Context: an optimization exercise on an open-source flow, tuned for small area. The choices shown serve that exercise and are no tape-out recipe.
Only simulation tests tie the RTL to the original design; equivalence was not proved.
The flow treats the clock pin as an ideal source. Dropping or thinning the clock tree relies on that and would not hold on a real chip.
Power and IR drop assume default switching activity.

==> flow/design.v <==
module alu #(parameter K = 4) (
    input clk,
    input [7:0] A,
    input [7:0] B,
    input [7:0] An,
    input [7:0] Bn,
    input [2:0] sel,
    output [7:0] Y
    );
    genvar i, k;
    wire [7:0] rn [K:8];
    wire [7:0] qn;
    assign rn[8] = An;
    generate
        for (i = 7; i >= K; i = i - 1) begin : prow
            wire [8:0] c;
            wire [7:0] s;
            wire hz = ~|Bn[7:8-i];
            assign c[i] = 1'b1;
            for (k = i; k < 8; k = k + 1) begin : pbit
                wire x = rn[i+1][k];
                wire y = ~Bn[k-i];
                assign s[k] = x ^ y ^ c[k];
                assign c[k+1] = (x & y) | (x & c[k]) | (y & c[k]);
            end
            assign qn[i] = c[8] & hz;
            for (k = 0; k < 8; k = k + 1) begin : pmux
                if (k < i) begin : keep
                    assign rn[i][k] = rn[i+1][k];
                end else begin : upd
                    assign rn[i][k] = qn[i] ? s[k] : rn[i+1][k];
                end
            end
        end
    endgenerate
    reg [7:K] qh, rh;
    always @(posedge clk) begin
        qh <= qn[7:K];
        rh <= rn[K][7:K];
    end
    wire [7:0] q;
    wire [7:0] r [0:K];
    assign q[7:K] = qh;
    generate
        if (K > 0) begin : lowpart
            assign r[K] = {rh, A[K-1:0]};
        end else begin : nolow
            assign r[K] = rh;
        end
        for (i = K - 1; i >= 0; i = i - 1) begin : drow
            wire [8:0] c;
            wire [7:0] s;
            wire hz;
            if (i == 0) begin : hz0
                assign hz = 1'b1;
            end else begin : hzn
                assign hz = ~|B[7:8-i];
            end
            assign c[i] = 1'b1;
            for (k = i; k < 8; k = k + 1) begin : dbit
                wire x = r[i+1][k];
                wire y = ~B[k-i];
                assign s[k] = x ^ y ^ c[k];
                assign c[k+1] = (x & y) | (x & c[k]) | (y & c[k]);
            end
            assign q[i] = c[8] & hz;
            for (k = 0; k < 8; k = k + 1) begin : dmux
                if (k < i) begin : keep
                    assign r[i][k] = r[i+1][k];
                end else begin : upd
                    assign r[i][k] = q[i] ? s[k] : r[i+1][k];
                end
            end
        end
    endgenerate
    wire [7:0] Arev = {A[0], A[1], A[2], A[3], A[4], A[5], A[6], A[7]};
    wire shr = sel[2] & sel[0];
    wire [7:0] Op = shr ? Arev : A;
    wire [7:0] oh = (B[7:3] == 5'd0) ? (8'd1 << B[2:0]) : 8'd0;
    wire [7:0] bm = sel[2] ? oh : (sel[1] ? B : 8'd1);
    wire addsub = ~sel[2] & ~sel[1];
    wire cin = addsub & sel[0];
    wire [7:0] X = addsub ? (B ^ {8{sel[0]}}) : 8'd0;
    wire [7:0] acc [0:8];
    assign acc[0] = ~X;
    generate
        for (i = 0; i < 8; i = i + 1) begin : mrow
            wire [8:0] c;
            assign c[i] = (i == 0) ? ~cin : 1'b1;
            for (k = 0; k < 8; k = k + 1) begin : mbit
                if (k < i) begin : keep
                    assign acc[i+1][k] = acc[i][k];
                end else begin : add
                    wire x = acc[i][k];
                    wire y = ~(Op[k-i] & bm[i]);
                    assign acc[i+1][k] = x ^ y ^ c[k];
                    assign c[k+1] = (x & y) | (x & c[k]) | (y & c[k]);
                end
            end
        end
    endgenerate
    wire [7:0] m = ~acc[8];
    wire [7:0] mrev = {m[0], m[1], m[2], m[3], m[4], m[5], m[6], m[7]};
    reg [7:0] y;
    always @(*) begin
        case (sel)
            3'd3: y = q;
            3'd5: y = mrev;
            3'd6: y = A | B;
            3'd7: y = A & B;
            default: y = m;
        endcase
    end
    assign Y = y;
endmodule
module alu_calculator(
    input clk,
    input rst,
    input btn1,
    input btn2,
    input [7:0] in,
    input [2:0] sel,
    output [7:0] Y,
    output [6:0] seg,
    output [3:0] an
    );
    reg p1_0, p1_1, p2_0, p2_1;
    always @(posedge clk) begin
        p1_0 <= btn1;
        p1_1 <= p1_0 & (btn1 | p1_1);
        p2_0 <= btn2;
        p2_1 <= p2_0 & (btn2 | p2_1);
    end
    wire ld1 = p1_1 & ~p1_0;
    wire ld2 = p2_1 & ~p2_0;
    reg [7:0] A, B;
    wire [7:0] An = rst ? 8'd0 : (ld1 ? in : A);
    wire [7:0] Bn = rst ? 8'd0 : (ld2 ? in : B);
    always @(posedge clk) begin
        A <= An;
        B <= Bn;
    end
    alu DUT(.clk(clk), .A(A), .B(B), .An(An), .Bn(Bn), .sel(sel), .Y(Y));
    reg [13:0] lp;
    wire [13:0] lf = lp ^ 14'h2AAA;
    reg trig;
    reg [1:0] ds, dd;
    reg [3:0] current;
    wire z13 = ~|lf[12:0];
    wire fb = lf[13] ^ lf[4] ^ lf[2] ^ lf[0] ^ z13;
    always @(posedge clk) begin
        if (rst) begin
            lp <= 14'h2AAB;
            trig <= 1'b0;
            ds <= 2'd0;
        end else begin
            lp <= {lf[12:0], fb} ^ 14'h2AAA;
            trig <= z13 & ~lf[13];
            ds <= ds + {1'b0, trig};
        end
    end
    always @(posedge clk) begin
        dd <= ds;
        current <= (ds == 2'd0) ? Y[3:0] : (ds == 2'd1) ? Y[7:4] : 4'd0;
    end
    assign an = {~(dd[1] & dd[0]), ~(dd[1] & ~dd[0]), ~(~dd[1] & dd[0]), ~(~dd[1] & ~dd[0])};
    wire [15:0] dig;
    genvar di;
    generate
        for (di = 0; di < 16; di = di + 1) begin : dec
            assign dig[di] = (current == di);
        end
    endgenerate
    assign seg[0] = dig[1] | dig[4] | dig[11] | dig[13];   
    assign seg[1] = dig[5] | dig[6] | dig[11] | dig[12] | dig[14] | dig[15];   
    assign seg[2] = dig[2] | dig[12] | dig[14] | dig[15];   
    assign seg[3] = dig[1] | dig[4] | dig[7] | dig[10] | dig[15];   
    assign seg[4] = dig[1] | dig[3] | dig[4] | dig[5] | dig[7] | dig[9];   
    assign seg[5] = dig[1] | dig[2] | dig[3] | dig[7] | dig[13];   
    assign seg[6] = dig[0] | dig[1] | dig[7] | dig[12];   
endmodule
Settings: LEC_CHECK=0, ABC_AREA=1, CAP_MARGIN=20, CORE_MARGIN=2, CORE_UTILIZATION=40, CTS_BUF_LIST=sky130_fd_sc_hd__clkbuf_8, GPL_TIMING_DRIVEN=0, SLEW_MARGIN=20; clock period 16.0 ns.
standard.sh (not shown) runs the stock make flow with config.mk's settings and CLKGATE_MAP_FILE= SYNTH_SCRIPT=/design/flow/synth_recipe.tcl, a recipe that flattens the netlist after the stock synthesis.
==> flow/flow/run.sh <==
#!/bin/bash
# The standard layout (standard.sh) with these changes:
#  - synthesis maps the logic with ABC using flow/abc_area.script instead of
#    ORFS's area script (registers, names and all other synthesis steps are
#    the standard ones: synth_recipe.tcl is used as is);
#  - the ports are buffered with sky130_fd_sc_hd__buf_1;
#  - the clock is buffered by flow/cts_buffers.tcl (run in the CTS step in
#    place of TritonCTS): three clkbuf_8, each fed by the clock port and
#    driving a third of the registers, cut by position.
# Each tool's full output stays in orfs/logs; make's output is in standard.log.
set -o pipefail
here=$(pwd)
cat > my_synth.tcl <<EOF
proc abc {args} {
  set i [lsearch -exact \$args -script]
  if { \$i >= 0 } { lset args [expr {\$i + 1}] $here/flow/abc_area.script }
  yosys abc {*}\$args
}
source $here/synth_recipe.tcl
EOF
export BUFFER_PORTS_ARGS="-buffer_cell sky130_fd_sc_hd__buf_1"
export PRE_CTS_TCL=$here/flow/cts_buffers.tcl
export MY_CLKBUF_CELL=sky130_fd_sc_hd__clkbuf_8
export MY_CLK_GROUPS=3
bash standard.sh SYNTH_SCRIPT=$here/my_synth.tcl finish > standard.log 2>&1
==> flow/flow/abc_area.script <==
strash
dch -f
amap
strash
dch -f
map -a
amap
topo
stime -c
==> flow/flow/cts_buffers.tcl <==
# Clock buffering: the register clock pins are split into NGROUP groups by
# position (cuts along x, then y) and each group gets one buffer
# (MY_CLKBUF_CELL) fed straight from the clock port, placed at the group's centre.
proc clock_tree_synthesis {args} {
  puts "clock_tree_synthesis replaced by flow/cts_buffers.tcl (arguments ignored: $args)"
  set cell $::env(MY_CLKBUF_CELL)
  set ng $::env(MY_CLK_GROUPS)
  set block [ord::get_db_block]
  set port_net [$block findNet clk]
  set sinks {}
  foreach it [$port_net getITerms] {
    set loc [[$it getInst] getLocation]
    lappend sinks [list [lindex $loc 0] [lindex $loc 1] $it]
  }
  # split into ng groups: sort by x and cut into ng slices of equal size
  set sinks [lsort -integer -index 0 $sinks]
  set n [llength $sinks]
  $port_net setSigType CLOCK
  for {set g 0} {$g < $ng} {incr g} {
    set lo [expr {$g * $n / $ng}]
    set hi [expr {($g + 1) * $n / $ng - 1}]
    set grp [lrange $sinks $lo $hi]
    set inst [odb::dbInst_create $block [[ord::get_db] findMaster $cell] clkbuf_leaf_$g]
    set net [odb::dbNet_create $block clknet_leaf_$g]
    $net setSigType CLOCK
    set sx 0; set sy 0
    foreach s $grp {
      set sx [expr {$sx + [lindex $s 0]}]; set sy [expr {$sy + [lindex $s 1]}]
      set it [lindex $s 2]
      $it disconnect
      $it connect $net
    }
    [$inst findITerm A] connect $port_net
    [$inst findITerm X] connect $net
    $inst setLocation [expr {$sx / [llength $grp]}] [expr {$sy / [llength $grp]}]
    $inst setPlacementStatus PLACED
    puts "clock buffering: $cell clkbuf_leaf_$g drives [llength $grp] clock pins"
  }
  set_propagated_clock [all_clocks]
}
Rerun with:
==> flow/flow/abc_area.script (replaced) <==
strash
dch -f
amap
strash
dch -f
map -a
amap
strash
dch -f
map -a
amap
topo
stime -c
=>
- The new run finished clean
- routed wire length is about the same
- core utilization went up by 0.15 points
- setup slack is worse by 55 ps
- sequential power barely changes
- die area drops by about 0.4%
- critical path depth rose by 5
- final cell count rises by 0.62%
- design area barely changes
- global-route usage barely changes
- sequential share of layout area barely changes
- worst hold slack loses 6.9 ps
Rerun with:
--- a/flow/flow/run.sh
+++ b/flow/flow/run.sh
@@ -6,5 +6,3 @@
 #  - the ports are buffered with sky130_fd_sc_hd__buf_1;
-#  - the clock is buffered by flow/cts_buffers.tcl (run in the CTS step in
-#    place of TritonCTS): three clkbuf_8, each fed by the clock port and
-#    driving a third of the registers, cut by position.
+#  - the clock tree is built from clkbuf_8 cells, without dummy loads.
 # Each tool's full output stays in orfs/logs; make's output is in standard.log.
@@ -21,5 +19,3 @@
 export BUFFER_PORTS_ARGS="-buffer_cell sky130_fd_sc_hd__buf_1"
-export PRE_CTS_TCL=$here/flow/cts_buffers.tcl
-export MY_CLKBUF_CELL=sky130_fd_sc_hd__clkbuf_8
-export MY_CLK_GROUPS=3
+export CTS_ARGS="-sink_clustering_enable -repair_clock_nets -buf_list sky130_fd_sc_hd__clkbuf_8 -dont_use_dummy_load"
 bash standard.sh SYNTH_SCRIPT=$here/my_synth.tcl finish > standard.log 2>&1
==> flow/flow/abc_area.script (replaced) <==
strash
dch -f
amap
strash
dch -f
map -a
amap
topo
stime -c
removed: flow/flow/cts_buffers.tcl
Result:
- total power grows by 5.9%
- setup slack improves by 23 ps
- die area grows by 0.40%
- global-route usage grows by 0.57 points
- sequential share of layout area shrinks by 0.18 points
- cell count shrinks by 0.31%
- utilization grows by 0.13 points
- cell area grows by 0.76%
- clock power grows by 32%
- worst hold slack barely changes
Rerun with:
--- a/flow/flow/run.sh
+++ b/flow/flow/run.sh
@@ -6,3 +6,5 @@
 #  - the ports are buffered with sky130_fd_sc_hd__buf_1;
-#  - the clock tree is built from clkbuf_8 cells, without dummy loads.
+#  - the clock is buffered by flow/cts_buffers.tcl (run in the CTS step in
+#    place of TritonCTS): three clkbuf_8, each fed by the clock port and
+#    driving a third of the registers, cut by position.
 # Each tool's full output stays in orfs/logs; make's output is in standard.log.
@@ -19,3 +21,5 @@
 export BUFFER_PORTS_ARGS="-buffer_cell sky130_fd_sc_hd__buf_1"
-export CTS_ARGS="-sink_clustering_enable -repair_clock_nets -buf_list sky130_fd_sc_hd__clkbuf_8 -dont_use_dummy_load"
+export PRE_CTS_TCL=$here/flow/cts_buffers.tcl
+export MY_CLKBUF_CELL=sky130_fd_sc_hd__clkbuf_8
+export MY_CLK_GROUPS=3
 bash standard.sh SYNTH_SCRIPT=$here/my_synth.tcl finish > standard.log 2>&1
==> flow/flow/abc_area.script (replaced) <==
strash
dch -f
amap -A 10 -F 3
strash
dch -f
map -a
amap -A 10 -F 3
topo
stime -c
==> flow/flow/cts_buffers.tcl (new file) <==
# Clock buffering: the register clock pins are split into NGROUP groups by
# position (cuts along x, then y) and each group gets one buffer
# (MY_CLKBUF_CELL) fed straight from the clock port, placed at the group's centre.
proc clock_tree_synthesis {args} {
  puts "clock_tree_synthesis replaced by flow/cts_buffers.tcl (arguments ignored: $args)"
  set cell $::env(MY_CLKBUF_CELL)
  set ng $::env(MY_CLK_GROUPS)
  set block [ord::get_db_block]
  set port_net [$block findNet clk]
  set sinks {}
  foreach it [$port_net getITerms] {
    set loc [[$it getInst] getLocation]
    lappend sinks [list [lindex $loc 0] [lindex $loc 1] $it]
  }
  # split into ng groups: sort by x and cut into ng slices of equal size
  set sinks [lsort -integer -index 0 $sinks]
  set n [llength $sinks]
  $port_net setSigType CLOCK
  for {set g 0} {$g < $ng} {incr g} {
    set lo [expr {$g * $n / $ng}]
    set hi [expr {($g + 1) * $n / $ng - 1}]
    set grp [lrange $sinks $lo $hi]
    set inst [odb::dbInst_create $block [[ord::get_db] findMaster $cell] clkbuf_leaf_$g]
    set net [odb::dbNet_create $block clknet_leaf_$g]
    $net setSigType CLOCK
    set sx 0; set sy 0
    foreach s $grp {
      set sx [expr {$sx + [lindex $s 0]}]; set sy [expr {$sy + [lindex $s 1]}]
      set it [lindex $s 2]
      $it disconnect
      $it connect $net
    }
    [$inst findITerm A] connect $port_net
    [$inst findITerm X] connect $net
    $inst setLocation [expr {$sx / [llength $grp]}] [expr {$sy / [llength $grp]}]
    $inst setPlacementStatus PLACED
    puts "clock buffering: $cell clkbuf_leaf_$g drives [llength $grp] clock pins"
  }
  set_propagated_clock [all_clocks]
}
After rerunning: Maximum frequency is lower by 1.1%. Register-to-register slack got worse by 420 ps. Sequential power is about the same. Area after synthesis is lower by 0.57%. Sequential share of layout area is higher by 0.22 points. Utilization is lower by 0.21 points. Cell count is lower by 3.1%.
In the first, second and fourth runs of this note the design's own scripts or RTL, not TritonCTS, make the clock network.

==> port drivers added, routing unchanged <==
No port has a modelled driver above. Below, the same layouts with a new extraction and two added sets of constraints. Step 1, drivers: a clkbuf_16 drives clk and a buf_2 each remaining input, both assumed. Step 2 moves the port delays by t, midway between the first and last clock arrival at a register: inputs arrive t later, outputs are due t later. That takes back most of the time a late clock gives input paths. Slacks: no drivers / after step 1 / after step 2; pairs: no drivers / after step 1.
run | t, ns | slack for setup (ns) | worst hold slack (ns) | latest minus earliest clock arrival (ns)
the first run | 0.198 | 0.772 / 0.735 / 0.735 | 0.403 / 0.403 / 0.403 | 0.003 / 0.004
the second run | 0.194 | 0.717 / 0.692 / 0.692 | 0.396 / 0.396 / 0.396 | 0.007 / 0.007
the third run | 0.311 | 0.740 / 0.703 / 0.703 | 0.398 / 0.398 / 0.398 | 0.022 / 0.021
the fourth run | 0.198 | 0.565 / 0.528 / 0.528 | 0.398 / 0.398 / 0.398 | 0.007 / 0.007
After both steps every run listed still meets setup and hold.
